What follows belongs to an exercise in optimizing a design on an open flow for small area, a short achievable clock period and few clock cycles per item; a production flow would make more cautious choices. In this exercise RTL edits were held to simulation tests only and were not proved equivalent to the original. Power is estimated from default activity; no workload was simulated.

## design/flow/design.v

```verilog
module multi_64_33_9_10_16_3(clk, reset, s_data_in_x, s_valid_x, s_ready_x, m_data_out_y, m_valid_y, m_ready_y);
  input                       clk, reset, s_valid_x, m_ready_y;
  input signed [15:0]         s_data_in_x;
  output logic                s_ready_x, m_valid_y;
  output logic signed [15:0]  m_data_out_y;
  logic [5:0] cnt;               
  logic       acc_in;
  assign acc_in = s_valid_x & s_ready_x;
  logic signed [15:0] x_r;
  logic       v1;
  logic [2:0] i1;               
  always_ff @(posedge clk) begin
    x_r <= s_data_in_x;
    i1  <= {cnt >= 6'd49, cnt >= 6'd40, cnt[5]};
    if (reset) begin
      cnt <= 6'd0;
      v1  <= 1'b0;
    end else begin
      v1  <= acc_in;
      if (acc_in) cnt <= cnt + 6'd1;
    end
  end
  logic signed [15:0] l1_in1;    
  always_ff @(posedge clk) l1_in1 <= x_r;
  logic signed [15:0] l1_d3;
  assign l1_d3 = (x_r <<< 1) + x_r;
  logic signed [15:0] l1_d5;
  assign l1_d5 = (x_r <<< 2) + x_r;
  logic signed [15:0] l1_d9;
  assign l1_d9 = (x_r <<< 3) + x_r;
  logic signed [15:0] l1_d17;
  assign l1_d17 = (x_r <<< 4) + x_r;
  logic signed [15:0] l1_d65;
  assign l1_d65 = (x_r <<< 6) + x_r;
  logic signed [15:0] l1_m3, l1_f3;
  assign l1_m3 = l1_d3;
  logic signed [15:0] l1_m9, l1_f9;
  assign l1_m9 = l1_d9;
  logic signed [15:0] l1_m13, l1_f13;
  assign l1_m13 = x_r + (l1_d3 <<< 2);
  logic signed [15:0] l1_m17, l1_f17;
  assign l1_m17 = l1_d17;
  logic signed [15:0] l1_m27, l1_f27;
  assign l1_m27 = (x_r <<< 5) - l1_d5;
  logic signed [15:0] l1_m37, l1_f37;
  assign l1_m37 = (x_r <<< 5) + l1_d5;
  logic signed [15:0] l1_m43, l1_f43;
  assign l1_m43 = l1_d3 + (l1_d5 <<< 3);
  logic signed [15:0] l1_m45, l1_f45;
  assign l1_m45 = (l1_d3 <<< 4) - l1_d3;
  logic signed [15:0] l1_m49, l1_f49;
  assign l1_m49 = x_r + (l1_d3 <<< 4);
  logic signed [15:0] l1_m65, l1_f65;
  assign l1_m65 = l1_d65;
  logic signed [15:0] l1_m71, l1_f71;
  assign l1_m71 = (l1_d9 <<< 3) - x_r;
  logic signed [15:0] l1_m97, l1_f97;
  assign l1_m97 = x_r + (l1_d3 <<< 5);
  logic signed [15:0] l1_m99, l1_f99;
  assign l1_m99 = l1_d3 + (l1_d3 <<< 5);
  logic signed [15:0] l1_m111, l1_f111;
  assign l1_m111 = (x_r <<< 7) - l1_d17;
  logic signed [15:0] l1_m119, l1_f119;
  assign l1_m119 = (x_r <<< 7) - l1_d9;
  logic signed [15:0] l1_m121, l1_f121;
  assign l1_m121 = (l1_d65 <<< 1) - l1_d9;
  logic signed [15:0] l1_m123, l1_f123;
  assign l1_m123 = (x_r <<< 7) - l1_d5;
  logic signed [15:0] l1_m135, l1_f135;
  assign l1_m135 = (l1_d17 <<< 3) - x_r;
  logic signed [15:0] l1_m139, l1_f139;
  assign l1_m139 = l1_d3 + (l1_d17 <<< 3);
  logic signed [15:0] l1_m157, l1_f157;
  assign l1_m157 = (l1_d5 <<< 5) - l1_d3;
  logic signed [15:0] l1_m165, l1_f165;
  assign l1_m165 = l1_d5 + (l1_d5 <<< 5);
  logic signed [15:0] l1_m181, l1_f181;
  assign l1_m181 = x_r - (l1_d3 <<< 2) + (l1_d3 <<< 6);
  logic signed [15:0] l1_m187, l1_f187;
  assign l1_m187 = (l1_d3 <<< 6) - l1_d5;
  logic signed [15:0] l1_m193, l1_f193;
  assign l1_m193 = x_r + (l1_d3 <<< 6);
  logic signed [15:0] l1_m203, l1_f203;
  assign l1_m203 = (x_r <<< 3) + l1_d3 + (l1_d3 <<< 6);
  logic signed [15:0] l1_m205, l1_f205;
  assign l1_m205 = x_r + (l1_d3 <<< 2) + (l1_d3 <<< 6);
  logic signed [15:0] l1_m207, l1_f207;
  assign l1_m207 = (l1_d17 <<< 4) - l1_d65;
  logic signed [15:0] l1_m223, l1_f223;
  assign l1_m223 = (l1_d9 <<< 5) - l1_d65;
  logic [32:0] l1_sat;    
  logic l1_neg;             
  logic l1_va;
  always_ff @(posedge clk) begin
    l1_f3 <= l1_m3;
    l1_f9 <= l1_m9;
    l1_f13 <= l1_m13;
    l1_f17 <= l1_m17;
    l1_f27 <= l1_m27;
    l1_f37 <= l1_m37;
    l1_f43 <= l1_m43;
    l1_f45 <= l1_m45;
    l1_f49 <= l1_m49;
    l1_f65 <= l1_m65;
    l1_f71 <= l1_m71;
    l1_f97 <= l1_m97;
    l1_f99 <= l1_m99;
    l1_f111 <= l1_m111;
    l1_f119 <= l1_m119;
    l1_f121 <= l1_m121;
    l1_f123 <= l1_m123;
    l1_f135 <= l1_m135;
    l1_f139 <= l1_m139;
    l1_f157 <= l1_m157;
    l1_f165 <= l1_m165;
    l1_f181 <= l1_m181;
    l1_f187 <= l1_m187;
    l1_f193 <= l1_m193;
    l1_f203 <= l1_m203;
    l1_f205 <= l1_m205;
    l1_f207 <= l1_m207;
    l1_f223 <= l1_m223;
    l1_sat[0] <= (x_r <= -16'sd505) | (x_r >= 16'sd505);
    l1_sat[1] <= (x_r >= 16'sd5462) | (x_r <= -16'sd5462);
    l1_sat[2] <= (x_r <= -16'sd456) | (x_r >= 16'sd456);
    l1_sat[3] <= (x_r <= -16'sd209) | (x_r >= 16'sd209);
    l1_sat[4] <= (x_r <= -16'sd168) | (x_r >= 16'sd168);
    l1_sat[5] <= (x_r >= 16'sd166) | (x_r <= -16'sd166);
    l1_sat[6] <= (x_r <= -16'sd296) | (x_r >= 16'sd296);
    l1_sat[7] <= (x_r >= 16'sd170) | (x_r <= -16'sd170);
    l1_sat[8] <= (x_r <= -16'sd128) | (x_r >= 16'sd128);
    l1_sat[9] <= (x_r >= 16'sd763) | (x_r <= -16'sd763);
    l1_sat[10] <= (x_r >= 16'sd176) | (x_r <= -16'sd176);
    l1_sat[11] <= (x_r >= 16'sd443) | (x_r <= -16'sd443);
    l1_sat[12] <= (x_r <= -16'sd462) | (x_r >= 16'sd462);
    l1_sat[13] <= (x_r >= 16'sd159) | (x_r <= -16'sd159);
    l1_sat[14] <= (x_r >= 16'sd162) | (x_r <= -16'sd162);
    l1_sat[15] <= (x_r <= -16'sd134) | (x_r >= 16'sd134);
    l1_sat[16] <= (x_r <= -16'sd158) | (x_r >= 16'sd158);
    l1_sat[17] <= (x_r <= -16'sd169) | (x_r >= 16'sd169);
    l1_sat[18] <= (x_r >= 16'sd296) | (x_r <= -16'sd296);
    l1_sat[19] <= (x_r <= -16'sd2731) | (x_r >= 16'sd2731);
    l1_sat[20] <= (x_r >= 16'sd1928) | (x_r <= -16'sd1928);
    l1_sat[21] <= (x_r <= -16'sd147) | (x_r >= 16'sd147);
    l1_sat[22] <= (x_r >= 16'sd243) | (x_r <= -16'sd243);
    l1_sat[23] <= (x_r <= -16'sd199) | (x_r >= 16'sd199);
    l1_sat[24] <= (x_r >= 16'sd152) | (x_r <= -16'sd152);
    l1_sat[25] <= (x_r <= -16'sd136) | (x_r >= 16'sd136);
    l1_sat[26] <= (x_r <= -16'sd138) | (x_r >= 16'sd138);
    l1_sat[27] <= (x_r <= -16'sd166) | (x_r >= 16'sd166);
    l1_sat[28] <= (x_r >= 16'sd182) | (x_r <= -16'sd182);
    l1_sat[29] <= (x_r >= 16'sd729) | (x_r <= -16'sd729);
    l1_sat[30] <= (x_r >= 16'sd241) | (x_r <= -16'sd241);
    l1_sat[31] <= (x_r <= -16'sd236) | (x_r >= 16'sd236);
    l1_sat[32] <= (x_r <= -16'sd160) | (x_r >= 16'sd160);
    l1_neg <= x_r[15];
    l1_va <= reset ? 1'b0 : v1;
  end
  logic [32:1][15:0] l1_s;
  logic [32:0][16:0] l1_t;
  logic signed [16:0] l1_o0;
  assign l1_o0 = (l1_sat[0] ? (l1_neg ? -17'sd32767 : 17'sd32768) : 17'(signed'(l1_f65)));
  assign l1_t[0] = 17'sd0 - l1_o0;
  logic signed [16:0] l1_o1;
  assign l1_o1 = (l1_sat[1] ? (!l1_neg ? 17'sd32767 : -17'sd32768) : 17'(signed'((l1_f3 <<< 1))));
  assign l1_t[1] = 17'(signed'(l1_s[1])) + l1_o1;
  logic signed [16:0] l1_o2;
  assign l1_o2 = (l1_sat[2] ? (l1_neg ? -17'sd32767 : 17'sd32768) : 17'(signed'((l1_f9 <<< 3))));
  assign l1_t[2] = 17'(signed'(l1_s[2])) - l1_o2;
  logic signed [16:0] l1_o3;
  assign l1_o3 = (l1_sat[3] ? (l1_neg ? -17'sd32767 : 17'sd32768) : 17'(signed'(l1_f157)));
  assign l1_t[3] = 17'(signed'(l1_s[3])) - l1_o3;
  logic signed [16:0] l1_o4;
  assign l1_o4 = (l1_sat[4] ? (l1_neg ? -17'sd32767 : 17'sd32768) : 17'(signed'((l1_f49 <<< 2))));
  assign l1_t[4] = 17'(signed'(l1_s[4])) - l1_o4;
  logic signed [16:0] l1_o5;
  assign l1_o5 = (l1_sat[5] ? (!l1_neg ? 17'sd32767 : -17'sd32768) : 17'(signed'((l1_f99 <<< 1))));
  assign l1_t[5] = 17'(signed'(l1_s[5])) + l1_o5;
  logic signed [16:0] l1_o6;
  assign l1_o6 = (l1_sat[6] ? (l1_neg ? -17'sd32767 : 17'sd32768) : 17'(signed'(l1_f111)));
  assign l1_t[6] = 17'(signed'(l1_s[6])) - l1_o6;
  logic signed [16:0] l1_o7;
  assign l1_o7 = (l1_sat[7] ? (!l1_neg ? 17'sd32767 : -17'sd32768) : 17'(signed'(l1_f193)));
  assign l1_t[7] = 17'(signed'(l1_s[7])) + l1_o7;
  logic signed [16:0] l1_o8;
  assign l1_o8 = (l1_sat[8] ? (l1_neg ? -17'sd32767 : 17'sd32768) : 17'(signed'((l1_in1 <<< 8))));
  assign l1_t[8] = 17'(signed'(l1_s[8])) - l1_o8;
  logic signed [16:0] l1_o9;
  assign l1_o9 = (l1_sat[9] ? (!l1_neg ? 17'sd32767 : -17'sd32768) : 17'(signed'(l1_f43)));
  assign l1_t[9] = 17'(signed'(l1_s[9])) + l1_o9;
  logic signed [16:0] l1_o10;
  assign l1_o10 = (l1_sat[10] ? (!l1_neg ? 17'sd32767 : -17'sd32768) : 17'(signed'(l1_f187)));
  assign l1_t[10] = 17'(signed'(l1_s[10])) + l1_o10;
  logic signed [16:0] l1_o11;
  assign l1_o11 = (l1_sat[11] ? (!l1_neg ? 17'sd32767 : -17'sd32768) : 17'(signed'((l1_f37 <<< 1))));
  assign l1_t[11] = 17'(signed'(l1_s[11])) + l1_o11;
  logic signed [16:0] l1_o12;
  assign l1_o12 = (l1_sat[12] ? (l1_neg ? -17'sd32767 : 17'sd32768) : 17'(signed'(l1_f71)));
  assign l1_t[12] = 17'(signed'(l1_s[12])) - l1_o12;
  logic signed [16:0] l1_o13;
  assign l1_o13 = (l1_sat[13] ? (!l1_neg ? 17'sd32767 : -17'sd32768) : 17'(signed'(l1_f207)));
  assign l1_t[13] = 17'(signed'(l1_s[13])) + l1_o13;
  logic signed [16:0] l1_o14;
  assign l1_o14 = (l1_sat[14] ? (!l1_neg ? 17'sd32767 : -17'sd32768) : 17'(signed'(l1_f203)));
  assign l1_t[14] = 17'(signed'(l1_s[14])) + l1_o14;
  logic signed [16:0] l1_o15;
  assign l1_o15 = (l1_sat[15] ? (l1_neg ? -17'sd32767 : 17'sd32768) : 17'(signed'((l1_f123 <<< 1))));
  assign l1_t[15] = 17'(signed'(l1_s[15])) - l1_o15;
  logic signed [16:0] l1_o16;
  assign l1_o16 = (l1_sat[16] ? (l1_neg ? -17'sd32767 : 17'sd32768) : 17'(signed'((l1_f13 <<< 4))));
  assign l1_t[16] = 17'(signed'(l1_s[16])) - l1_o16;
  logic signed [16:0] l1_o17;
  assign l1_o17 = (l1_sat[17] ? (l1_neg ? -17'sd32767 : 17'sd32768) : 17'(signed'((l1_f97 <<< 1))));
  assign l1_t[17] = 17'(signed'(l1_s[17])) - l1_o17;
  logic signed [16:0] l1_o18;
  assign l1_o18 = (l1_sat[18] ? (!l1_neg ? 17'sd32767 : -17'sd32768) : 17'(signed'(l1_f111)));
  assign l1_t[18] = 17'(signed'(l1_s[18])) + l1_o18;
  logic signed [16:0] l1_o19;
  assign l1_o19 = (l1_sat[19] ? (l1_neg ? -17'sd32767 : 17'sd32768) : 17'(signed'((l1_f3 <<< 2))));
  assign l1_t[19] = 17'(signed'(l1_s[19])) - l1_o19;
  logic signed [16:0] l1_o20;
  assign l1_o20 = (l1_sat[20] ? (!l1_neg ? 17'sd32767 : -17'sd32768) : 17'(signed'(l1_f17)));
  assign l1_t[20] = 17'(signed'(l1_s[20])) + l1_o20;
  logic signed [16:0] l1_o21;
  assign l1_o21 = (l1_sat[21] ? (l1_neg ? -17'sd32767 : 17'sd32768) : 17'(signed'(l1_f223)));
  assign l1_t[21] = 17'(signed'(l1_s[21])) - l1_o21;
  logic signed [16:0] l1_o22;
  assign l1_o22 = (l1_sat[22] ? (!l1_neg ? 17'sd32767 : -17'sd32768) : 17'(signed'(l1_f135)));
  assign l1_t[22] = 17'(signed'(l1_s[22])) + l1_o22;
  logic signed [16:0] l1_o23;
  assign l1_o23 = (l1_sat[23] ? (l1_neg ? -17'sd32767 : 17'sd32768) : 17'(signed'(l1_f165)));
  assign l1_t[23] = 17'(signed'(l1_s[23])) - l1_o23;
  logic signed [16:0] l1_o24;
  assign l1_o24 = (l1_sat[24] ? (!l1_neg ? 17'sd32767 : -17'sd32768) : 17'(signed'((l1_f27 <<< 3))));
  assign l1_t[24] = 17'(signed'(l1_s[24])) + l1_o24;
  logic signed [16:0] l1_o25;
  assign l1_o25 = (l1_sat[25] ? (l1_neg ? -17'sd32767 : 17'sd32768) : 17'(signed'((l1_f121 <<< 1))));
  assign l1_t[25] = 17'(signed'(l1_s[25])) - l1_o25;
  logic signed [16:0] l1_o26;
  assign l1_o26 = (l1_sat[26] ? (l1_neg ? -17'sd32767 : 17'sd32768) : 17'(signed'((l1_f119 <<< 1))));
  assign l1_t[26] = 17'(signed'(l1_s[26])) - l1_o26;
  logic signed [16:0] l1_o27;
  assign l1_o27 = (l1_sat[27] ? (l1_neg ? -17'sd32767 : 17'sd32768) : 17'(signed'((l1_f99 <<< 1))));
  assign l1_t[27] = 17'(signed'(l1_s[27])) - l1_o27;
  logic signed [16:0] l1_o28;
  assign l1_o28 = (l1_sat[28] ? (!l1_neg ? 17'sd32767 : -17'sd32768) : 17'(signed'(l1_f181)));
  assign l1_t[28] = 17'(signed'(l1_s[28])) + l1_o28;
  logic signed [16:0] l1_o29;
  assign l1_o29 = (l1_sat[29] ? (!l1_neg ? 17'sd32767 : -17'sd32768) : 17'(signed'(l1_f45)));
  assign l1_t[29] = 17'(signed'(l1_s[29])) + l1_o29;
  logic signed [16:0] l1_o30;
  assign l1_o30 = (l1_sat[30] ? (!l1_neg ? 17'sd32767 : -17'sd32768) : 17'(signed'((l1_f17 <<< 3))));
  assign l1_t[30] = 17'(signed'(l1_s[30])) + l1_o30;
  logic signed [16:0] l1_o31;
  assign l1_o31 = (l1_sat[31] ? (l1_neg ? -17'sd32767 : 17'sd32768) : 17'(signed'(l1_f139)));
  assign l1_t[31] = 17'(signed'(l1_s[31])) - l1_o31;
  logic signed [16:0] l1_o32;
  assign l1_o32 = (l1_sat[32] ? (l1_neg ? -17'sd32767 : 17'sd32768) : 17'(signed'(l1_f205)));
  assign l1_t[32] = 17'(signed'(l1_s[32])) - l1_o32;
  always_ff @(posedge clk) begin
    if (l1_va) begin
      l1_s[1] <= (l1_t[0][16] != l1_t[0][15]) ? (l1_t[0][16] ? 16'h8000 : 16'h7fff) : l1_t[0][15:0];
      l1_s[2] <= (l1_t[1][16] != l1_t[1][15]) ? (l1_t[1][16] ? 16'h8000 : 16'h7fff) : l1_t[1][15:0];
      l1_s[3] <= (l1_t[2][16] != l1_t[2][15]) ? (l1_t[2][16] ? 16'h8000 : 16'h7fff) : l1_t[2][15:0];
      l1_s[4] <= (l1_t[3][16] != l1_t[3][15]) ? (l1_t[3][16] ? 16'h8000 : 16'h7fff) : l1_t[3][15:0];
      l1_s[5] <= (l1_t[4][16] != l1_t[4][15]) ? (l1_t[4][16] ? 16'h8000 : 16'h7fff) : l1_t[4][15:0];
      l1_s[6] <= (l1_t[5][16] != l1_t[5][15]) ? (l1_t[5][16] ? 16'h8000 : 16'h7fff) : l1_t[5][15:0];
      l1_s[7] <= (l1_t[6][16] != l1_t[6][15]) ? (l1_t[6][16] ? 16'h8000 : 16'h7fff) : l1_t[6][15:0];
      l1_s[8] <= (l1_t[7][16] != l1_t[7][15]) ? (l1_t[7][16] ? 16'h8000 : 16'h7fff) : l1_t[7][15:0];
      l1_s[9] <= (l1_t[8][16] != l1_t[8][15]) ? (l1_t[8][16] ? 16'h8000 : 16'h7fff) : l1_t[8][15:0];
      l1_s[10] <= (l1_t[9][16] != l1_t[9][15]) ? (l1_t[9][16] ? 16'h8000 : 16'h7fff) : l1_t[9][15:0];
      l1_s[11] <= (l1_t[10][16] != l1_t[10][15]) ? (l1_t[10][16] ? 16'h8000 : 16'h7fff) : l1_t[10][15:0];
      l1_s[12] <= (l1_t[11][16] != l1_t[11][15]) ? (l1_t[11][16] ? 16'h8000 : 16'h7fff) : l1_t[11][15:0];
      l1_s[13] <= (l1_t[12][16] != l1_t[12][15]) ? (l1_t[12][16] ? 16'h8000 : 16'h7fff) : l1_t[12][15:0];
      l1_s[14] <= (l1_t[13][16] != l1_t[13][15]) ? (l1_t[13][16] ? 16'h8000 : 16'h7fff) : l1_t[13][15:0];
      l1_s[15] <= (l1_t[14][16] != l1_t[14][15]) ? (l1_t[14][16] ? 16'h8000 : 16'h7fff) : l1_t[14][15:0];
      l1_s[16] <= (l1_t[15][16] != l1_t[15][15]) ? (l1_t[15][16] ? 16'h8000 : 16'h7fff) : l1_t[15][15:0];
      l1_s[17] <= (l1_t[16][16] != l1_t[16][15]) ? (l1_t[16][16] ? 16'h8000 : 16'h7fff) : l1_t[16][15:0];
      l1_s[18] <= (l1_t[17][16] != l1_t[17][15]) ? (l1_t[17][16] ? 16'h8000 : 16'h7fff) : l1_t[17][15:0];
      l1_s[19] <= (l1_t[18][16] != l1_t[18][15]) ? (l1_t[18][16] ? 16'h8000 : 16'h7fff) : l1_t[18][15:0];
      l1_s[20] <= (l1_t[19][16] != l1_t[19][15]) ? (l1_t[19][16] ? 16'h8000 : 16'h7fff) : l1_t[19][15:0];
      l1_s[21] <= (l1_t[20][16] != l1_t[20][15]) ? (l1_t[20][16] ? 16'h8000 : 16'h7fff) : l1_t[20][15:0];
      l1_s[22] <= (l1_t[21][16] != l1_t[21][15]) ? (l1_t[21][16] ? 16'h8000 : 16'h7fff) : l1_t[21][15:0];
      l1_s[23] <= (l1_t[22][16] != l1_t[22][15]) ? (l1_t[22][16] ? 16'h8000 : 16'h7fff) : l1_t[22][15:0];
      l1_s[24] <= (l1_t[23][16] != l1_t[23][15]) ? (l1_t[23][16] ? 16'h8000 : 16'h7fff) : l1_t[23][15:0];
      l1_s[25] <= (l1_t[24][16] != l1_t[24][15]) ? (l1_t[24][16] ? 16'h8000 : 16'h7fff) : l1_t[24][15:0];
      l1_s[26] <= (l1_t[25][16] != l1_t[25][15]) ? (l1_t[25][16] ? 16'h8000 : 16'h7fff) : l1_t[25][15:0];
      l1_s[27] <= (l1_t[26][16] != l1_t[26][15]) ? (l1_t[26][16] ? 16'h8000 : 16'h7fff) : l1_t[26][15:0];
      l1_s[28] <= (l1_t[27][16] != l1_t[27][15]) ? (l1_t[27][16] ? 16'h8000 : 16'h7fff) : l1_t[27][15:0];
      l1_s[29] <= (l1_t[28][16] != l1_t[28][15]) ? (l1_t[28][16] ? 16'h8000 : 16'h7fff) : l1_t[28][15:0];
      l1_s[30] <= (l1_t[29][16] != l1_t[29][15]) ? (l1_t[29][16] ? 16'h8000 : 16'h7fff) : l1_t[29][15:0];
      l1_s[31] <= (l1_t[30][16] != l1_t[30][15]) ? (l1_t[30][16] ? 16'h8000 : 16'h7fff) : l1_t[30][15:0];
      l1_s[32] <= (l1_t[31][16] != l1_t[31][15]) ? (l1_t[31][16] ? 16'h8000 : 16'h7fff) : l1_t[31][15:0];
    end
  end
  logic [14:0] l1_y;    
  assign l1_y = l1_t[32][16] ? 15'd0 : (l1_t[32][15] ? 15'h7fff : l1_t[32][14:0]);
  logic [2:0] i2;
  always_ff @(posedge clk) i2 <= i1;
  logic [14:0] b_r;
  logic bv;
  logic [1:0] bi;
  always_ff @(posedge clk) begin
    b_r <= l1_y;
    bi <= i2[2:1];
    bv <= reset ? 1'b0 : (l1_va & i2[0]);
  end
  logic signed [15:0] bx;
  assign bx = {1'b0, b_r};
  logic signed [15:0] l2_d3;
  assign l2_d3 = (bx <<< 1) + bx;
  logic signed [15:0] l2_d5;
  assign l2_d5 = (bx <<< 2) + bx;
  logic signed [15:0] l2_d9;
  assign l2_d9 = (bx <<< 3) + bx;
  logic signed [15:0] l2_d127;
  assign l2_d127 = (bx <<< 7) - bx;
  logic signed [15:0] l2_m3, l2_f3;
  assign l2_m3 = l2_d3;
  logic signed [15:0] l2_m5, l2_f5;
  assign l2_m5 = l2_d5;
  logic signed [15:0] l2_m9, l2_f9;
  assign l2_m9 = l2_d9;
  logic signed [15:0] l2_m59, l2_f59;
  assign l2_m59 = (bx <<< 6) - l2_d5;
  logic signed [15:0] l2_m105, l2_f105;
  assign l2_m105 = (l2_d3 <<< 5) + l2_d9;
  logic signed [15:0] l2_m107, l2_f107;
  assign l2_m107 = l2_d127 - (l2_d5 <<< 2);
  logic signed [15:0] l2_m125, l2_f125;
  assign l2_m125 = (bx <<< 7) - l2_d3;
  logic signed [15:0] l2_m207, l2_f207;
  assign l2_m207 = (l2_d5 <<< 4) + l2_d127;
  logic [8:0] l2_sat;    
  logic l2_va;
  always_ff @(posedge clk) begin
    l2_f3 <= l2_m3;
    l2_f5 <= l2_m5;
    l2_f9 <= l2_m9;
    l2_f59 <= l2_m59;
    l2_f105 <= l2_m105;
    l2_f107 <= l2_m107;
    l2_f125 <= l2_m125;
    l2_f207 <= l2_m207;
    l2_sat[0] <= (bx >= 16'sd171);
    l2_sat[1] <= (bx >= 16'sd820);
    l2_sat[2] <= (bx >= 16'sd228);
    l2_sat[3] <= (bx >= 16'sd132);
    l2_sat[4] <= (bx >= 16'sd313);
    l2_sat[5] <= (bx >= 16'sd159);
    l2_sat[6] <= (bx >= 16'sd132);
    l2_sat[7] <= (bx >= 16'sd307);
    l2_sat[8] <= (bx >= 16'sd139);
    l2_va <= reset ? 1'b0 : bv;
  end
  logic [15:0] l2_r0;
  assign l2_r0 = 16'd0 + (l2_sat[0] ? 16'h8000 : ~(16'((l2_f3 <<< 6)))) + {15'd0, !l2_sat[0]};
  logic [15:0] l2_s1;
  logic [15:0] l2_r1;
  assign l2_r1 = l2_s1 + (l2_sat[1] ? 16'h8000 : ~(16'((l2_f5 <<< 3)))) + {15'd0, !l2_sat[1]};
  logic [15:0] l2_s2;
  logic [15:0] l2_r2;
  assign l2_r2 = l2_s2 + (l2_sat[2] ? 16'h8000 : ~(16'((l2_f9 <<< 4)))) + {15'd0, !l2_sat[2]};
  logic [15:0] l2_s3;
  logic [15:0] l2_r3;
  assign l2_r3 = l2_s3 + (l2_sat[3] ? 16'h8000 : ~(16'((l2_f125 <<< 1)))) + {15'd0, !l2_sat[3]};
  logic [15:0] l2_s4;
  logic [15:0] l2_r4;
  assign l2_r4 = l2_s4 + (l2_sat[4] ? 16'h7fff : 16'(l2_f105)) + {15'd0, 1'b0};
  logic [15:0] l2_s5;
  logic [15:0] l2_r5;
  assign l2_r5 = l2_s5 + (l2_sat[5] ? 16'h8000 : ~(16'(l2_f207))) + {15'd0, !l2_sat[5]};
  logic [15:0] l2_s6;
  logic [15:0] l2_r6;
  assign l2_r6 = l2_s6 + (l2_sat[6] ? 16'h8000 : ~(16'((l2_f125 <<< 1)))) + {15'd0, !l2_sat[6]};
  logic [15:0] l2_s7;
  logic [15:0] l2_r7;
  assign l2_r7 = l2_s7 + (l2_sat[7] ? 16'h8000 : ~(16'(l2_f107))) + {15'd0, !l2_sat[7]};
  logic [15:0] l2_s8;
  logic [15:0] l2_r8;
  assign l2_r8 = l2_s8 + (l2_sat[8] ? 16'h7fff : 16'((l2_f59 <<< 2))) + {15'd0, 1'b0};
  logic [14:0] l2_y;    
  assign l2_y = (~l2_s8[15] & l2_r8[15]) ? 15'h7fff : (l2_r8[15] ? 15'd0 : l2_r8[14:0]);
  always_ff @(posedge clk) begin
    if (l2_va) begin
      l2_s1 <= l2_r0[15:0];
      l2_s2 <= (l2_s1[15] & ~l2_r1[15]) ? 16'h8000 : (l2_r1[15:0]);
      l2_s3 <= (l2_s2[15] & ~l2_r2[15]) ? 16'h8000 : (l2_r2[15:0]);
      l2_s4 <= (l2_s3[15] & ~l2_r3[15]) ? 16'h8000 : (l2_r3[15:0]);
      l2_s5 <= l2_r4[15:0];
      l2_s6 <= (l2_s5[15] & ~l2_r5[15]) ? 16'h8000 : (l2_r5[15:0]);
      l2_s7 <= (l2_s6[15] & ~l2_r6[15]) ? 16'h8000 : (l2_r6[15:0]);
      l2_s8 <= (l2_s7[15] & ~l2_r7[15]) ? 16'h8000 : (l2_r7[15:0]);
    end
  end
  logic [1:0] bi3;
  always_ff @(posedge clk) bi3 <= bi;
  logic [14:0] c_r;
  logic cv;
  logic ci;
  always_ff @(posedge clk) begin
    c_r <= l2_y;
    ci <= bi3[1];
    cv <= reset ? 1'b0 : (l2_va & bi3[0]);
  end
  logic signed [15:0] cx;
  assign cx = {1'b0, c_r};
  logic signed [15:0] l3_in1;
  always_ff @(posedge clk) l3_in1 <= cx;
  logic signed [15:0] l3_d5;
  assign l3_d5 = (cx <<< 2) + cx;
  logic signed [15:0] l3_m5, l3_f5;
  assign l3_m5 = l3_d5;
  logic signed [15:0] l3_m11, l3_f11;
  assign l3_m11 = cx + (l3_d5 <<< 1);
  logic signed [15:0] l3_m27, l3_f27;
  assign l3_m27 = (cx <<< 5) - l3_d5;
  logic signed [15:0] l3_m39, l3_f39;
  assign l3_m39 = (l3_d5 <<< 3) - cx;
  logic signed [15:0] l3_m45, l3_f45;
  assign l3_m45 = l3_d5 + (l3_d5 <<< 3);
  logic signed [15:0] l3_m57, l3_f57;
  assign l3_m57 = cx - (cx <<< 3) + (cx <<< 6);
  logic signed [15:0] l3_m59, l3_f59;
  assign l3_m59 = (cx <<< 6) - l3_d5;
  logic signed [15:0] l3_m149, l3_f149;
  assign l3_m149 = cx + (cx <<< 7) + (l3_d5 <<< 2);
  logic signed [15:0] l3_m187, l3_f187;
  assign l3_m187 = (cx <<< 6) + (cx <<< 7) - l3_d5;
  logic [9:0] l3_sat;    
  logic l3_va;
  always_ff @(posedge clk) begin
    l3_f5 <= l3_m5;
    l3_f11 <= l3_m11;
    l3_f27 <= l3_m27;
    l3_f39 <= l3_m39;
    l3_f45 <= l3_m45;
    l3_f57 <= l3_m57;
    l3_f59 <= l3_m59;
    l3_f149 <= l3_m149;
    l3_f187 <= l3_m187;
    l3_sat[0] <= (cx >= 16'sd410);
    l3_sat[1] <= (cx >= 16'sd421);
    l3_sat[2] <= (cx >= 16'sd176);
    l3_sat[3] <= (cx >= 16'sd1214);
    l3_sat[4] <= (cx >= 16'sd373);
    l3_sat[5] <= (cx >= 16'sd139);
    l3_sat[6] <= (cx >= 16'sd365);
    l3_sat[7] <= (cx >= 16'sd575);
    l3_sat[8] <= (cx >= 16'sd1024);
    l3_sat[9] <= (cx >= 16'sd220);
    l3_va <= reset ? 1'b0 : cv;
  end
  logic [15:0] l3_r0;
  assign l3_r0 = 16'd0 + (l3_sat[0] ? 16'h7fff : 16'((l3_f5 <<< 4))) + {15'd0, 1'b0};
  logic [14:0] l3_s1;
  logic [15:0] l3_r1;
  assign l3_r1 = {1'b0, l3_s1} + (l3_sat[1] ? 16'h7fff : 16'((l3_f39 <<< 1))) + {15'd0, 1'b0};
  logic [14:0] l3_s2;
  logic [15:0] l3_r2;
  assign l3_r2 = {1'b0, l3_s2} + (l3_sat[2] ? 16'h7fff : 16'(l3_f187)) + {15'd0, 1'b0};
  logic [14:0] l3_s3;
  logic [15:0] l3_r3;
  assign l3_r3 = {1'b0, l3_s3} + (l3_sat[3] ? 16'h7fff : 16'(l3_f27)) + {15'd0, 1'b0};
  logic [14:0] l3_s4;
  logic [15:0] l3_r4;
  assign l3_r4 = {1'b0, l3_s4} + (l3_sat[4] ? 16'h7fff : 16'((l3_f11 <<< 3))) + {15'd0, 1'b0};
  logic [14:0] l3_s5;
  logic [15:0] l3_r5;
  assign l3_r5 = {1'b0, l3_s5} + (l3_sat[5] ? 16'h7fff : 16'((l3_f59 <<< 2))) + {15'd0, 1'b0};
  logic [14:0] l3_s6;
  logic [15:0] l3_r6;
  assign l3_r6 = {1'b0, l3_s6} + (l3_sat[6] ? 16'h7fff : 16'((l3_f45 <<< 1))) + {15'd0, 1'b0};
  logic [14:0] l3_s7;
  logic [15:0] l3_r7;
  assign l3_r7 = {1'b0, l3_s7} + (l3_sat[7] ? 16'h8000 : ~(16'(l3_f57))) + {15'd0, !l3_sat[7]};
  logic [15:0] l3_s8;
  logic [15:0] l3_r8;
  assign l3_r8 = l3_s8 + (l3_sat[8] ? 16'h8000 : ~(16'((l3_in1 <<< 5)))) + {15'd0, !l3_sat[8]};
  logic [15:0] l3_s9;
  logic [15:0] l3_r9;
  assign l3_r9 = l3_s9 + (l3_sat[9] ? 16'h8000 : ~(16'(l3_f149))) + {15'd0, !l3_sat[9]};
  logic [14:0] l3_y;    
  assign l3_y = (l3_s9[15] & ~l3_r9[15]) ? 15'd0 : (l3_r9[15] ? 15'd0 : l3_r9[14:0]);
  always_ff @(posedge clk) begin
    if (l3_va) begin
      l3_s1 <= l3_r0[14:0];
      l3_s2 <= (~1'b0 & l3_r1[15]) ? 15'h7fff : l3_r1[14:0];
      l3_s3 <= (~1'b0 & l3_r2[15]) ? 15'h7fff : l3_r2[14:0];
      l3_s4 <= (~1'b0 & l3_r3[15]) ? 15'h7fff : l3_r3[14:0];
      l3_s5 <= (~1'b0 & l3_r4[15]) ? 15'h7fff : l3_r4[14:0];
      l3_s6 <= (~1'b0 & l3_r5[15]) ? 15'h7fff : l3_r5[14:0];
      l3_s7 <= (~1'b0 & l3_r6[15]) ? 15'h7fff : l3_r6[14:0];
      l3_s8 <= l3_r7[15:0];
      l3_s9 <= (l3_s8[15] & ~l3_r8[15]) ? 16'h8000 : (l3_r8[15:0]);
    end
  end
  logic ci5;
  always_ff @(posedge clk) ci5 <= ci;
  logic       push;
  assign push = l3_va & ci5;
  logic [6:0][14:0] q;
  logic [2:0] wp, rp;
  logic [3:0] qn;
  logic [3:0] pend, pend_n;
  logic [14:0] out_r;
  logic        out_v, pop;
  logic [5:0]  cnt_n;
  assign pop = out_v & m_ready_y;
  assign m_valid_y = out_v;
  assign m_data_out_y = {1'b0, out_r};
  assign cnt_n = acc_in ? cnt + 6'd1 : cnt;
  assign pend_n = pend + 4'(acc_in & (cnt >= 6'd49)) - 4'(pop);
  logic        take;        
  logic        adv;         
  assign take = ~out_v | m_ready_y;
  assign adv  = take & ((qn != 0) | push);
  always_ff @(posedge clk) begin
    if (push) q[wp] <= l3_y;
    if (take) out_r <= (qn != 0) ? q[rp] : l3_y;
    if (reset) begin
      out_v <= 1'b0; qn <= '0; wp <= '0; rp <= '0; pend <= '0; s_ready_x <= 1'b1;
    end else begin
      pend <= pend_n;
      s_ready_x <= (cnt_n < 6'd49) | (pend_n < 4'd8);
      if (take) out_v <= (qn != 0) | push;
      if (push) wp <= (wp == 3'd6) ? '0 : wp + 1'b1;
      if (adv)  rp <= (rp == 3'd6) ? '0 : rp + 1'b1;
      qn <= qn + 4'(push) - 4'(adv);
    end
  end
endmodule
```

## design/flow/flow/run.sh

```bash
#!/bin/bash
set -euo pipefail
MARGIN=$(cat flow/margin.txt)
echo "running standard.sh with SETUP_SLACK_MARGIN=$MARGIN" > flow_run.log
bash standard.sh SETUP_SLACK_MARGIN=$MARGIN finish > standard_make.log 2>&1
echo "done" >> flow_run.log
```

## design/flow/flow/margin.txt

```
5.6
```

## design/flow/standard.sh

```bash
#!/bin/bash
# synth_recipe.tcl (not shown) runs the flow's synth.tcl, then flattens the netlist and writes it again
# the make line also repeats each setting of config.mk as NAME=value (left out here)
make -C /OpenROAD-flow-scripts/flow DESIGN_CONFIG=/design/flow/config.mk WORK_HOME=/design/flow/orfs CLKGATE_MAP_FILE= SYNTH_SCRIPT=/design/flow/synth_recipe.tcl "${@:-finish}"
```

## design/flow/config.mk

```make
export PLATFORM = sky130hd
export DESIGN_NAME = multi_64_33_9_10_16_3
export DESIGN_NICKNAME = multi_64_33_9_10_16_3
export VERILOG_FILES = /design/flow/design.v
export SDC_FILE = /design/flow/constraint.sdc
export NUM_CORES = 4
export LEC_CHECK = 0
export CAP_MARGIN = 20
export CORE_MARGIN = 2
export CORE_UTILIZATION = 40
export CTS_CLUSTER_SIZE = 28
export SLEW_MARGIN = 20
```

## design/flow/constraint.sdc

```tcl
create_clock -name core_clock -period 10.0 [get_ports {clk}]
set_input_delay 2.0000 -clock core_clock [delete_from_list [all_inputs] [get_ports {clk}]]
set_output_delay 2.0000 -clock core_clock [all_outputs]
set_load 0.01 [all_outputs]
```

==> impl_metrics.ini, run 1 <==
[status]
status = complete, no violations

[final_layout]
multiInputGateArea_mm2 = 0.0681
fin_nets = 13600
drive_above_1_share_pct = 9.42
largest_reg_flops = 512
stdcell_area_mm2 = 0.126
regMostFlops = l1_s
area_growth_syn_to_layout_pct = 13.4
fillers = 26200
seqCellArea_mm2 = 0.0402
reg_top3 = l1_s x512, q x105, l1_sat x31

[synthesis]
synth_cell_types = 89
ys_seq_area_share_pct = 36.3
synth_xor_area_share_pct = 9.21
synth_edf_count = 885
synth-seq-cells = 1562
synthMuxAreaShare_pct = 0.755
synthAdderAreaFrac_pct = 18.0
yosys_warnings = 1
async_reset_ff_share_pct = 0
synth_top_flop_cell = edfxtp_1
synthCells = 11800
synth-simple-area-share_pct = 13.6
synth_compound_area_share_pct = 18.6
syn-cell-area_mm2 = 0.111
synth_top_family_by_area = compound AO/OA/AOI/OAI gates
avgSynthCellArea_um2 = 9.35

[timing]
tightest_slew_ns = 1.20
fin_skew_ns = 0.0493
final_max_slew_viol_count = 0
fmax_ghz = 0.224
finalCriticalPeriod_ns = 4.47
relSlewSlack_pct = 19.9
setup_viol = 0
layout_setup_ws_ns = 5.53
final-hold-violation-count = 0
period_share_pct = 44.7
timing.hold.ws_ns = 0.320
tns_ns = 0
rsz0062_at_grt = yes

[power_and_ir_drop]
vdd_drop_max_uv = 349
p_leak_nw = 51.5
p_per_area_mw_per_mm2 = 292

[worst_setup_path]
crit_fanout = 8
crit_type = reg2reg
end_kind = flip-flop
cp.arrival_ns = 5.26
worstPathRequired_ns = 10.79
cp-start-kind = flip-flop

[place]
dp_hpwl_mm = 279
io_buffer_count = 36
placed_area_mm2 = 0.116
place_ws_ns = 4.09
gp_congestion = 0.958

[clock_tree]
cts.sinks = 1562
cts_htree_levels = 4
cts_tree = done
root_buffer = clkbuf_16
path_clk_slew_ns = 0.07
postCtsHoldBufs = 0
clock_latency_ns = 0.88
cts_made_buffers = 189
clock_path_buffers = 4

[detailed_routing]
ant_nets = 0
wl_mm = 365
drt_iter0_drc = 6928
first_pass_iters = 7
wire_per_inst_um = 22.9
remaining_drc_errors = 0
vias_per_cell = 5.62
vias = 89600

[die]
dieArea_mm2 = 0.281
coreArea_mm2 = 0.276
initial_utilization_pct = 40.1
ioPinCount = 38
die_width_um = 530
fp-row-count = 193
fp.dieH_um = 530

[global_route]
grt_max_degree = 164
grt_pass1_wl_mm = 539
grt_overflow_total = 0
track_usage_pct = 25.2
antenna_found_initial = 21
grt_pass1_vias = 87200

[worst_hold_path]
min_path_type = reg2reg

[job]
cap_violations = 0
-- power breakdown --
group          total, mW  switching, mW  internal [mW]  leakage, nW
clock               7.29           2.96           4.32         3.25
sequential          9.56          0.935           8.63         13.7
combinational       19.8           11.7           8.16         34.5
-- logic make-up (layout without fill, tap and decap cells) --
| logic type | Yosys count | after routing |
|---|---|---|
| other | 1 | 14 |
| AO/OA/AOI/OAI | 3336 | 3336 |
| multiplexers | 63 | 63 |
| AND/OR/NAND/NOR | 3117 | 3120 |
| buffers and inverters | 1052 | 1442 |
| XOR/XNOR | 1162 | 1162 |
| flip-flops | 1562 | 1562 |
| adder cells (fa/ha/maj) | 1542 | 1542 |
-- synth_stat cells (183+ instances only) --
library cell     n  area (µm²)
ha_1          1346       16800
a21oi_1       1009        5050
o21ai_0        957        4790
edfxtp_1       885       26600
nand2_1        858        3220
xnor2_1        788        6900
inv_1          777        2920
nor2_1         773        2900
dfxtp_1        677       13600
xor2_1         373        3270
a21o_1         324        2430
nor3_1         283        1420
nand2b_1       272        1700
clkbuf_1       256         961
nand3_1        185         926
or2_2          183        1140
-- through the flow --
stage,power [mW],std cells,util [%]
3_3_place_gp,28.0,15400,42.0
5_1_grt,39.0,15900,45.5
4_1_cts,36.2,15800,44.9
6_report,36.7,15900,45.5
2_1_floorplan,22.5,11800,-
3_5_place_dp,28.3,15400,42.0
-- worst max-delay path: stages, from the launching register on --
cell	delay (ns)
dfxtp_4	0.40
ha_4	0.19
fa_2	0.46
a21oi_1	0.17
nor2_1	0.07
nor2_2	0.19
xnor2_4	0.15
buf_4	0.24
ha_1	0.35
a21oi_2	0.25
nand2_1	0.08
a21oi_1	0.19
xnor2_1	0.19
ha_1	0.31
inv_1	0.09
o21bai_1	0.09
a21oi_2	0.17
o21ai_1	0.14
a21o_1	0.21
a21oi_2	0.14
xor2_1	0.18
xnor2_1	0.13
-- area by class of cell --
class | instances | area share [%]
Antenna cell | 12 | 0.0239
Clock buffer | 265 | 4.54
Clock inverter | 87 | 0.730
Inverter | 778 | 2.39
Multi-Input combinational cell | 9225 | 54.3
Sequential cell | 1562 | 32.0
Tap cell | 3705 | 3.69
Timing Repair Buffer | 312 | 2.31
-- path summary, 6_finish.rpt --
path,to,cells past startpoint,slack [ns],start
worst min register to register,ci5,0,0.32,ci
worst max register to register,l1_f205[15],21,5.53,x_r[0]
worst min-delay path,ci5,0,0.32,ci
worst max-delay path,l1_f205[15],21,5.53,x_r[0]
-- per-layer routing --
layer	share of wire, %	track usage (%)
met5	0.088	0.615
met4	5.2	12.0
met3	5.4	3.43
met2	47	42.1
met1	42	31.9
-- layout by cell type (no fill, tap or decap), types with 179 or more instances in the layout --
cell          n
nand2_1     852
inv_1       751
a21o_1      324
xor2_1      359
or2_2       182
nand2b_1    259
clkbuf_16   211
a21oi_1     965
o21ai_0     936
nor2_1      753
ha_1       1318
o21a_1      179
edfxtp_1    885
buf_4       225
dfxtp_1     644
xnor2_1     753
nor3_1      279
nand3_1     182
-- repair_timing --
action                     in CTS  in global routing
pin swaps                      24                 58
setup endpoints to repair     513                403
buffers inserted               79                 88
resized for setup             175                195
cloned                          5                  1
Testbench counts, summed over its fixed seeds: cycles 5,176, frames 80.
==> run 2, diff against run 1 <==
==> design/flow/flow/margin.txt (replaced) <==
6.3
--- a/design/flow/config.mk
+++ b/design/flow/config.mk
@@ -8,5 +8,4 @@
 export CAP_MARGIN = 20
 export CORE_MARGIN = 2
 export CORE_UTILIZATION = 40
-export CTS_CLUSTER_SIZE = 28
 export SLEW_MARGIN = 20
==> run 2 against run 1 <==
  * Still clean on timing, DRC and antenna
  * Routed wire length up 6.0%
  * Final area increased by 9.1%
  * Total power rose by 7.8%
  * Critical path type unchanged
  * Largest cell class unchanged
  * Largest power group unchanged
  * Highest routed layer unchanged
==> impl_metrics.ini, run 2 <==
[synthesis]
synth_edf_count = 885
synth_top_area_share_pct = 24.0
netlist.top_cell.by_area = edfxtp_1
synth-seq-cells = 1562
async_reset_ff_share_pct = 0
avgSynthCellArea_um2 = 9.35
yosys_warnings = 1
ys_top_cells_by_count = ha_1 (1346), a21oi_1 (1009), o21ai_0 (957)
ys_seq_area_share_pct = 36.3
synth.area.top_cells = edfxtp_1 (24%), ha_1 (15%), dfxtp_1 (12%)
synth_cell_types = 89
synthCells = 11800
syn-cell-area_mm2 = 0.111
synth_top_flop_cell = edfxtp_1
synth.most_common_cell = ha_1

[worst_setup_path]
critPathMaxStageDelay_ns = 0.46
cp.arrival_ns = 4.99
crit_slowest_cell = fa_2
r2r-end = l1_f203[15]
crit_type = reg2reg
rr_worst_depth = 18
worstPathRequired_ns = 10.79
r2r-start = x_r[1]
cpMostUsedCell = a21oi_2
cp-start-kind = flip-flop
end_kind = flip-flop
critical-path-top-delay-family = compound AO/OA/AOI/OAI gates
crit_fanout = 5
crit_buf_inv = 2
r2r_slack_ns = 5.79
timing.critical_path.cells = buf_12, ha_4, fa_2, a211o_1, a21oi_2, o21ai_2, a21oi_2, o21bai_1, a21oi_2, xnor2_2, buf_6, fa_2, ha_4, and3_4, a211o_1, a21o_1, a21oi_2, xnor2_1

[die]
dieArea_mm2 = 0.281
die_width_um = 530
fp-row-count = 193
initial_utilization_pct = 40.1
fp.dieH_um = 530
ioPinCount = 38
coreArea_mm2 = 0.276

[status]
status = complete, no violations

[worst_hold_path]
min_from = i1[0]
holdPathEnd = i2[0]
hold_depth = 0
min_path_type = reg2reg

[timing]
tightest_slew_ns = 1.12
final-hold-violation-count = 0
relSlewSlack_pct = 25.5
fmax_ghz = 0.238
fin_skew_ns = 0.0368
period_share_pct = 42.1
setup_viol = 0
finalCriticalPeriod_ns = 4.21
rsz0062_at_grt = yes
tns_ns = 0
final_max_slew_viol_count = 0

[detailed_routing]
wl_mm = 387
remaining_drc_errors = 0
ant_nets = 0
first_pass_iters = 6
drt_iter0_drc = 8075
wire_per_inst_um = 23.4
vias_per_cell = 5.68
vias = 93700

[final_layout]
final_util_pct = 49.7
drive_above_1_share_pct = 20.7
reg_top3 = l1_s x512, q x105, l1_sat x31
largest_reg_flops = 512
area_growth_syn_to_layout_pct = 23.8
stdcell_area_mm2 = 0.137
regMostFlops = l1_s
final_cell_mix = ha_1 (1181), edfxtp_1 (885), nand2_1 (809), a21oi_1 (772), o21ai_0 (756)
fin_nets = 14100
final_common_cell = ha_1

[power_and_ir_drop]
p_leak_nw = 55.6
p_per_area_mw_per_mm2 = 289
vdd_drop_max_uv = 384

[clock_tree]
path_clk_slew_ns = 0.06
clock_latency_ns = 0.88
cts_htree_levels = 4
root_buffer = clkbuf_16
clock_path_buffers = 4
postCtsHoldBufs = 0
cts.sinks = 1562
cts_tree = done
cts_made_buffers = 189

[global_route]
grt_overflow_total = 0
track_usage_pct = 26.2
grt_pass1_vias = 91200
grt_max_degree = 161
grt_pass1_wl_mm = 561
antenna_found_initial = 36

[place]
io_buffer_count = 36
placed_area_mm2 = 0.116
dp_hpwl_mm = 278
gp_congestion = 0.960

[job]
cap_violations = 0
run 2: area by class of cell:
class | count | area, µm²
clock buffer | 233 | 5150
antenna | 11 | 27.5
clock inverter | 118 | 1290
inverter | 778 | 3110
sequential | 1562 | 40300
fill | 25200 | 139000
multi-input combinational | 9259 | 74600
timing repair buffer | 836 | 7880
tap | 3705 | 4640
run 2: metal layers:
| layer | vias up | wire, µm | track usage, % |
|---|---|---|---|
| met5 | - | 182 | 0 |
| met4 | 24 | 23900 | 13.3 |
| met3 | 964 | 23500 | 3.80 |
| met2 | 3062 | 179000 | 43.6 |
| met1 | 45400 | 161000 | 33.1 |
| li1 | 44200 | - | - |
run 2: cells by family after synthesis:
kind of cell,synth area share [%]
compound gates,18.6
other cells,0.00339
mux,0.755
xor+xnor,9.21
simple gates,13.6
flops,36.3
buf+inv,3.57
fa+ha+maj,18.0
run 2: worst max path at each step:
| stage | slack (ns) | cells past startpoint | endpoint | from |
|---|---|---|---|---|
| after global routing | 5.61 | 23 | l1_f205[15] | x_r[1] |
| after detailed placement | 4.28 | 18 | l1_f45[14] | x_r[1] |
| after floorplan | 5.47 | 22 | l1_f205[15] | x_r[1] |
| after CTS | 5.76 | 16 | l1_f203[15] | x_r[1] |
| after global placement | 4.28 | 21 | l1_f205[15] | x_r[1] |
| final | 5.79 | 18 | l1_f203[15] | x_r[1] |
run 2: per-stage QoR:
step | setup WS, ns | instances | total power, mW | hold slack, ns
3_3_place_gp | 4.28 | 15400 | 27.9 | 0.314
2_1_floorplan | 5.47 | 11800 | 22.6 | 0.310
6_report | 5.79 | 16500 | 39.5 | 0.327
5_1_grt | 5.61 | 16500 | 41.9 | 0.336
3_5_place_dp | 4.28 | 15400 | 28.2 | 0.314
4_1_cts | 5.76 | 16200 | 37.6 | 0.328
run 2: where the power goes:
part / leakage, nW / total, mW / switching (mW) / internal, mW
clock: 3.17 / 7.20 / 2.98 / 4.22
combinational: 38.7 / 22.8 / 12.8 / 10.0
sequential: 13.7 / 9.55 / 0.915 / 8.64
total: 55.6 / 39.5 / 16.7 / 22.9
run 2: what timing repair did:
item	in CTS	in global routing
hold endpoints to repair	0	0
setup buffers	393	288
pin swaps	309	533
setup endpoints to repair	1012	865
resized for setup	984	945
gates cloned	25	27
==> run 3, diff against run 2 <==
==> design/flow/flow/margin.txt (replaced) <==
6.0
==> run 3 against run 2 <==
  * Non-clock buffer count decreased by 337
  * Critical path type unchanged
  * Still clean
  * Worst setup slack improved by 0.012 ns
  * Critical path depth increased by 1
  * Sequential cell count unchanged
  * Routed wire length decreased by 4.4%
==> impl_metrics.ini, run 3 <==
[status]
status = complete, no violations

[global_route]
antenna_found_initial = 33
grt_max_degree = 140
grt_pass1_wl_mm = 544
track_usage_pct = 25.3
grt_overflow_total = 0
grt_pass1_vias = 88800

[timing]
final-hold-violation-count = 0
fmax_ghz = 0.238
period_share_pct = 42.0
tns_ns = 0
tightest_slew_ns = 1.12
setup_viol = 0
relSlewSlack_pct = 25.1
fin_skew_ns = 0.0516
finalCriticalPeriod_ns = 4.20
final_max_slew_viol_count = 0
rsz0062_at_grt = yes

[clock_tree]
clock_path_buffers = 4
root_buffer = clkbuf_16
postCtsHoldBufs = 0
clock_latency_ns = 0.89
path_clk_slew_ns = 0.06
cts_tree = done
cts_htree_levels = 4
cts.sinks = 1562
cts_made_buffers = 187

[final_layout]
reg_top3 = l1_s x512, q x105, l1_sat x31
largest_reg_flops = 512
final_common_cell = ha_1
seqCellArea_mm2 = 0.0402
drive_above_1_share_pct = 13.5
multiInputGateArea_mm2 = 0.0704
fillers = 25700
regMostFlops = l1_s
stdcell_area_mm2 = 0.129
fin_nets = 13700
area_growth_syn_to_layout_pct = 17.0
final_util_pct = 47.0
final_cell_mix = ha_1 (1258), a21oi_1 (909), edfxtp_1 (885), o21ai_0 (870), nand2_1 (836)

[worst_setup_path]
end_kind = flip-flop
critPathMaxStageDelay_ns = 0.44
cp-start-kind = flip-flop
timing.critical_path.cells = clkinvlp_4, buf_6, ha_4, a21oi_1, nor2_1, nor2_2, xnor2_2, buf_12, buf_4, clkinvlp_4, fa_2, ha_4, a21oi_4, nor2b_4, or2_4, o311a_4, o41ai_4, o21ai_1, xnor2_1
crit_fanout = 4
crit_type = reg2reg
critical-path-top-delay-family = adder cells
r2r-end = l1_f181[15]
worstSetupStartpoint = x_r[2]
r2r_slack_ns = 5.80
cp.arrival_ns = 4.94
crit_buf_inv = 5
r2r-start = x_r[2]
crit_cells = 19
worstPathRequired_ns = 10.74
rr_worst_depth = 19
crit_slowest_cell = dfxtp_4
cp-endpoint = l1_f181[15]

[synthesis]
synth-simple-area-share_pct = 13.6
synthCells = 11800
synth_top_flop_cell = edfxtp_1
synth_top_family_by_area = compound AO/OA/AOI/OAI gates
ys_seq_area_share_pct = 36.3
avgSynthCellArea_um2 = 9.35
async_reset_ff_share_pct = 0
synth_top_area_share_pct = 24.0
synthMuxAreaShare_pct = 0.755
synthAdderAreaFrac_pct = 18.0
synth.area.top_cells = edfxtp_1 (24%), ha_1 (15%), dfxtp_1 (12%)
netlist.top_cell.by_area = edfxtp_1
ys_top_cells_by_count = ha_1 (1346), a21oi_1 (1009), o21ai_0 (957)
synth_xor_area_share_pct = 9.21
syn-cell-area_mm2 = 0.111
synth_cell_types = 89
synth_edf_count = 885
synth-seq-cells = 1562
yosys_warnings = 1
synth_compound_area_share_pct = 18.6
synth.most_common_cell = ha_1

[die]
initial_utilization_pct = 40.1
die_width_um = 530
fp-row-count = 193
coreArea_mm2 = 0.276
ioPinCount = 38
dieArea_mm2 = 0.281
fp.dieH_um = 530

[detailed_routing]
remaining_drc_errors = 0
vias = 91400
drt_iter0_drc = 7687
wire_per_inst_um = 22.9
vias_per_cell = 5.66
first_pass_iters = 9
wl_mm = 370
ant_nets = 0

[power_and_ir_drop]
sw_frac_of_total_pct = 41.8
pwr-share-clk_pct = 19.1
vdd_drop_max_uv = 343
internal_power_mw = 21.7
power.switching_mw = 15.6
p_leak_nw = 52.9
seq_power_share_pct = 25.6
p_per_area_mw_per_mm2 = 289
comb_power_share_pct = 55.3

[place]
gp_congestion = 0.979
io_buffer_count = 36
dp_hpwl_mm = 275
placed_area_mm2 = 0.116

[worst_hold_path]
min_path_type = reg2reg

[job]
cap_violations = 0
-- run 3: cell count changes in the layout (fill, tap and decap cells not counted), sizes merged, moves of 10 or more --
cell and change:
dlygate4sd2 -16, clkbuf +14, buf -342, clkinv -10, clkdlybuf4s50 +18
-- run 3: stage by stage --
stage	hold WS [ns]	std cells	worst slack (ns)	total power, mW
2_1_floorplan	0.310	11800	5.47	22.6
3_3_place_gp	0.313	15400	4.55	27.7
3_5_place_dp	0.316	15400	4.32	28.0
4_1_cts	0.327	16000	5.77	36.3
5_1_grt	0.325	16100	5.66	39.7
6_report	0.328	16100	5.80	37.4
-- run 3: worst min-delay path by stage --
stage / from / endpoint / slack, ns / cells after the start
final: ci / ci5 / 0.33 / 0
after global routing: bi[0] / bi3[0] / 0.32 / 0
after CTS: bi[0] / bi3[0] / 0.33 / 0
after detailed placement: i1[0] / i2[0] / 0.32 / 0
after global placement: i1[0] / i2[0] / 0.31 / 0
after floorplan: bi[0] / bi3[0] / 0.31 / 0
-- run 3: worst register-to-register path, cell delays in order (launching register included) --
cell and delay, ns:
dfxtp_4 0.44, clkinvlp_4 0.20, buf_6 0.16, ha_4 0.32
a21oi_1 0.09, nor2_1 0.13, nor2_2 0.07, xnor2_2 0.22
buf_12 0.15, buf_4 0.16, clkinvlp_4 0.18, fa_2 0.40
ha_4 0.27, a21oi_4 0.16, nor2b_4 0.05, or2_4 0.23
o311a_4 0.33, o41ai_4 0.25, o21ai_1 0.15, xnor2_1 0.13
-- run 3: timing repair --
| item | CTS | global route |
|---|---|---|
| buffers inserted | 191 | 156 |
| resized for setup | 452 | 449 |
| setup endpoints to repair | 844 | 604 |
| pin swaps | 90 | 214 |
| cloned | 13 | 11 |
-- run 3: final cells by class --
type | count | share of cell area (%)
inverters | 778 | 2.34
repair buffers | 499 | 3.66
well taps | 3705 | 3.58
multi-input cells | 9235 | 54.4
clock buffers | 247 | 4.09
flip-flops and latches | 1562 | 31.1
diodes | 12 | 0.0232
clock inverters | 100 | 0.849
-- run 3: routing by layer --
layer	share of wire, %	global-route usage (%)	wire [µm]	vias up
li1	-	-	-	43400
met1	42	32.3	156000	44000
met3	6.2	3.47	22900	832
met4	6.0	13.0	22200	18
met2	46	41.6	169000	3111
met5	0.031	0	115	-
-- run 3: kinds of logic (layout without fill, tap and decap cells) --
| logic type | count (synthesis) | in the layout |
|---|---|---|
| muxes | 63 | 63 |
| adders and majority gates | 1542 | 1542 |
| DFF | 1562 | 1562 |
| buffers and inverters | 1052 | 1624 |
| AOI/OAI and AO/OA | 3336 | 3341 |
| xor gates and xnor gates | 1162 | 1163 |
| and+or+nand+nor | 3117 | 3124 |
| other | 1 | 14 |
-- run 3: power by group through the flow --
stage,clock (mW),sequential [mW],combinational [mW]
5_1_grt,7.50,9.64,22.6
2_1_floorplan,0,9.18,13.4
3_3_place_gp,0,9.72,18.0
6_report,7.12,9.57,20.7
4_1_cts,7.26,9.56,19.5
3_5_place_dp,0,9.72,18.3
==> run 4, diff against run 3 <==
--- a/design/flow/design.v
+++ b/design/flow/design.v
@@ -23,15 +23,17 @@
   logic signed [15:0] l1_in1;    
   always_ff @(posedge clk) l1_in1 <= x_r;
   logic signed [15:0] l1_d3;
-  assign l1_d3 = (x_r <<< 1) + x_r;
   logic signed [15:0] l1_d5;
-  assign l1_d5 = (x_r <<< 2) + x_r;
   logic signed [15:0] l1_d9;
-  assign l1_d9 = (x_r <<< 3) + x_r;
   logic signed [15:0] l1_d17;
-  assign l1_d17 = (x_r <<< 4) + x_r;
   logic signed [15:0] l1_d65;
-  assign l1_d65 = (x_r <<< 6) + x_r;
+  always_ff @(posedge clk) begin
+    l1_d3 <= (s_data_in_x <<< 1) + s_data_in_x;
+    l1_d5 <= (s_data_in_x <<< 2) + s_data_in_x;
+    l1_d9 <= (s_data_in_x <<< 3) + s_data_in_x;
+    l1_d17 <= (s_data_in_x <<< 4) + s_data_in_x;
+    l1_d65 <= (s_data_in_x <<< 6) + s_data_in_x;
+  end
   logic signed [15:0] l1_m3, l1_f3;
   assign l1_m3 = l1_d3;
   logic signed [15:0] l1_m9, l1_f9;
==> design/flow/flow/margin.txt (replaced) <==
6.6
==> run 4 against run 3 <==
  * Still clean
  * Utilization increased by 3.7 points
  * Synthesized area up 0.91%
  * Global-route usage rose by 0.11 points
  * Maximum frequency rose by 9.0%
  * Non-clock buffer count rose by 480
  * Final cell count increased by 2.9%
  * Combinational power rose by 8%
  * First-iteration DRC count fell by 5.5%
  * Total power rose by 4.9%
  * Routed wire length grew 4.4%
  * Register-to-register slack improved by 0.35 ns
  * Critical path type unchanged
  * Largest cell class unchanged
  * Highest routed layer unchanged
==> impl_metrics.ini, run 4 <==
[worst_setup_path]
crit_type = reg2reg
cpMostUsedCell = buf_4
cp-endpoint = l1_s[226]
worstSetupStartpoint = l1_neg
end_kind = flip-flop
worstPathRequired_ns = 10.64
rr_worst_depth = 17
cp-start-kind = flip-flop
timing.critical_path.cells = buf_12, buf_16, nand2b_4, buf_4, buf_4, o21ai_0, ha_1, o21a_1, o21a_1, o41ai_2, a21oi_2, o41a_1, a221o_1, buf_4, nor3_4, o21bai_4, a21o_1
critPathMaxStageDelay_ns = 0.38
r2r-end = l1_s[226]
crit_slowest_cell = a221o_1
r2r_slack_ns = 6.15
crit_fanout = 8
cp.arrival_ns = 4.48
r2r-start = l1_neg

[synthesis]
synth.area.top_cells = edfxtp_1 (24%), ha_1 (15%), dfxtp_1 (13%)
ys_top_cells_by_count = ha_1 (1319), a21oi_1 (980), edfxtp_1 (885)
netlist.top_cell.by_area = edfxtp_1
yosys_warnings = 1
syn-cell-area_mm2 = 0.112
synth.most_common_cell = ha_1
synthCells = 11800
synth_top_flop_cell = edfxtp_1
synth_cell_types = 113
synth_top_area_share_pct = 23.8
synth_edf_count = 885
ys_seq_area_share_pct = 37.1
async_reset_ff_share_pct = 0
avgSynthCellArea_um2 = 9.48
synth-seq-cells = 1628

[final_layout]
regMostFlops = l1_s
final_common_cell = ha_1
drive_above_1_share_pct = 23.4
fin_nets = 14200
reg_top3 = l1_s x512, q x105, l1_sat x31
stdcell_area_mm2 = 0.140
final_cell_mix = ha_1 (1167), edfxtp_1 (885), nor2_1 (806), inv_1 (732), buf_4 (704)
area_growth_syn_to_layout_pct = 25.7
largest_reg_flops = 512
final_util_pct = 50.7
final_cells = 16600

[power_and_ir_drop]
sw_frac_of_total_pct = 41.3
comb_power_share_pct = 56.8
seq_power_share_pct = 24.9
p_per_area_mw_per_mm2 = 279
p_leak_nw = 56.8
internal_power_mw = 23.0
pwr-share-clk_pct = 18.3
power.switching_mw = 16.2
vdd_drop_max_uv = 399

[detailed_routing]
vias = 94100
remaining_drc_errors = 0
first_pass_iters = 6
wl_mm = 386
ant_nets = 0
wire_per_inst_um = 23.3
drt_iter0_drc = 7262
vias_per_cell = 5.67

[timing]
relSlewSlack_pct = 27.3
setup_viol = 0
rsz0062_at_grt = yes
tightest_slew_ns = 1.08
tns_ns = 0
finalCriticalPeriod_ns = 3.85
timing.hold.ws_ns = 0.325
fin_skew_ns = 0.0656
final-hold-violation-count = 0
fmax_ghz = 0.260
final_max_slew_viol_count = 0
period_share_pct = 38.5

[clock_tree]
cts.sinks = 1628
cts_htree_levels = 4
clock_path_buffers = 4
cts_tree = done
cts_made_buffers = 193
path_clk_slew_ns = 0.07
clock_latency_ns = 0.89
root_buffer = clkbuf_16

[die]
coreArea_mm2 = 0.277
dieArea_mm2 = 0.283
fp.dieH_um = 532
die_width_um = 532
fp-row-count = 193
initial_utilization_pct = 40.3
ioPinCount = 38

[global_route]
grt_pass1_wl_mm = 554
grt_pass1_vias = 90500
antenna_found_initial = 19
track_usage_pct = 25.4
grt_overflow_total = 0
grt_max_degree = 164

[place]
numPlacedInstances = 15400
gp_congestion = 0.958
dp_hpwl_mm = 275
io_buffer_count = 36
placed_area_mm2 = 0.117

[worst_hold_path]
min_path_type = reg2reg

[job]
cap_violations = 0

[status]
status = complete, no violations
==> run 4: cell types whose count changed after synthesis, sizes merged, moves of 24 or more <==
cell    before   now
xnor2      788   737
nand2b     272   296
buf         18    54
o21a       180   236
nor2       774   864
maj3        79    48
ha        1346  1319
a21oi     1009   983
o21ai      960   832
dfxtp      677   743
a22o         6    56
nand2      858   758
clkbuf     256   203
==> run 4: layer usage <==
metal,GRT usage [%],vias up,routed length (µm)
li1,-,44400,-
met1,31.6,45700,157000
met2,42.0,3083,180000
met3,3.39,978,22300
met4,15.0,6,26700
met5,0,-,40
==> run 4: what timing repair did <==
action	in CTS	in global routing
hold buffers	0	0
endpoints found under the setup margin	1040	936
cloned	33	27
gates resized for setup	1160	1246
pin swaps	341	668
setup buffers	434	391
==> run 4: cell type report <==
type                    count  area [µm²]
inverters                 797        3120
multi-input cells        9141       75300
well taps                3705        4640
flip-flops and latches   1628       41600
clock buffers             252        5440
repair buffers            979        9220
clock inverters            99         991
fillers                 24700      137000
diodes                      7        17.5
==> run 4: worst min path at each step <==
stage               cells past startpoint  endpoint   from  slack (ns)
floorplan                               0    bi3[0]  bi[0]        0.31
global placement                        0       ci5     ci        0.31
detailed placement                      0     i2[2]  i1[2]        0.31
CTS                                     0     i2[2]  i1[2]        0.33
global route                            0     i2[2]  i1[2]        0.34
finish                                  0     i2[2]  i1[2]        0.32
==> run 4: metrics by stage <==
stage | power [mW] | setup WS [ns]
2_1_floorplan | 21.8 | 5.80
3_3_place_gp | 26.6 | 4.59
3_5_place_dp | 27.0 | 4.71
4_1_cts | 36.7 | 6.21
5_1_grt | 41.3 | 5.94
6_report | 39.2 | 6.15
==> run 4: cells by family after synthesis <==
logic type               synth area share (%)
AO/OA/AOI/OAI                            18.7
XOR/XNOR                                 8.91
adder cells (fa/ha/maj)                  17.3
buffers and inverters                    3.61
flip-flops                               37.1
multiplexers                            0.947
other                                 0.00336
AND/OR/NAND/NOR                          13.4
==> run 4: critical path: cells and delay by family, from the launching register on <==
| family | cells | cell delay, ns |
|---|---|---|
| compound gates | 9 | 1.79 |
| buf+inv | 5 | 0.73 |
| simple gates | 2 | 0.41 |
| flops | 1 | 0.36 |
| fa+ha+maj | 1 | 0.32 |
==> run 4: power groups by stage <==
stage	logic (mW)	registers, mW	clock network, mW
floorplan	12.4	9.43	0
global placement	16.7	9.93	0
detailed placement	17.1	9.93	0
CTS	19.7	9.76	7.30
global route	23.9	9.85	7.55
finish	22.3	9.76	7.19
Testbench counts of run 4, summed over its fixed seeds: cycles 5,176, frames 80.

==> static timing again, ports no longer ideal <==
How much do the figures lean on ideal ports? The routed layouts below were timed once more, with nothing changed but the port constraints.
Step 1: set_driving_cell puts a clkbuf_16 on clk and a buf_2 on each other input, an assumption about the parent block.
Step 2, shift: input delay + t, output delay - t, t = (earliest + latest rising clock arrival at the registers) / 2. This alone moves slack from input paths to output paths.
a / b / c = no drivers / after step 1 / after step 2; a / b = the first two.
run	shift t [ns]	setup WS [ns]	clock arrival spread, ns
run 1	0.966	5.527 / 5.527 / 5.144	0.056 / 0.057
run 2	0.966	5.793 / 5.793 / 5.535	0.041 / 0.041
run 3	0.964	5.804 / 5.804 / 5.242	0.055 / 0.056
run 4	0.958	6.151 / 6.151 / 5.705	0.069 / 0.069
After both steps every run listed still meets setup and hold. For run 3, which loses most, drivers alone change the setup slack by 0.000 ns; drivers and shift together by -0.562 ns.
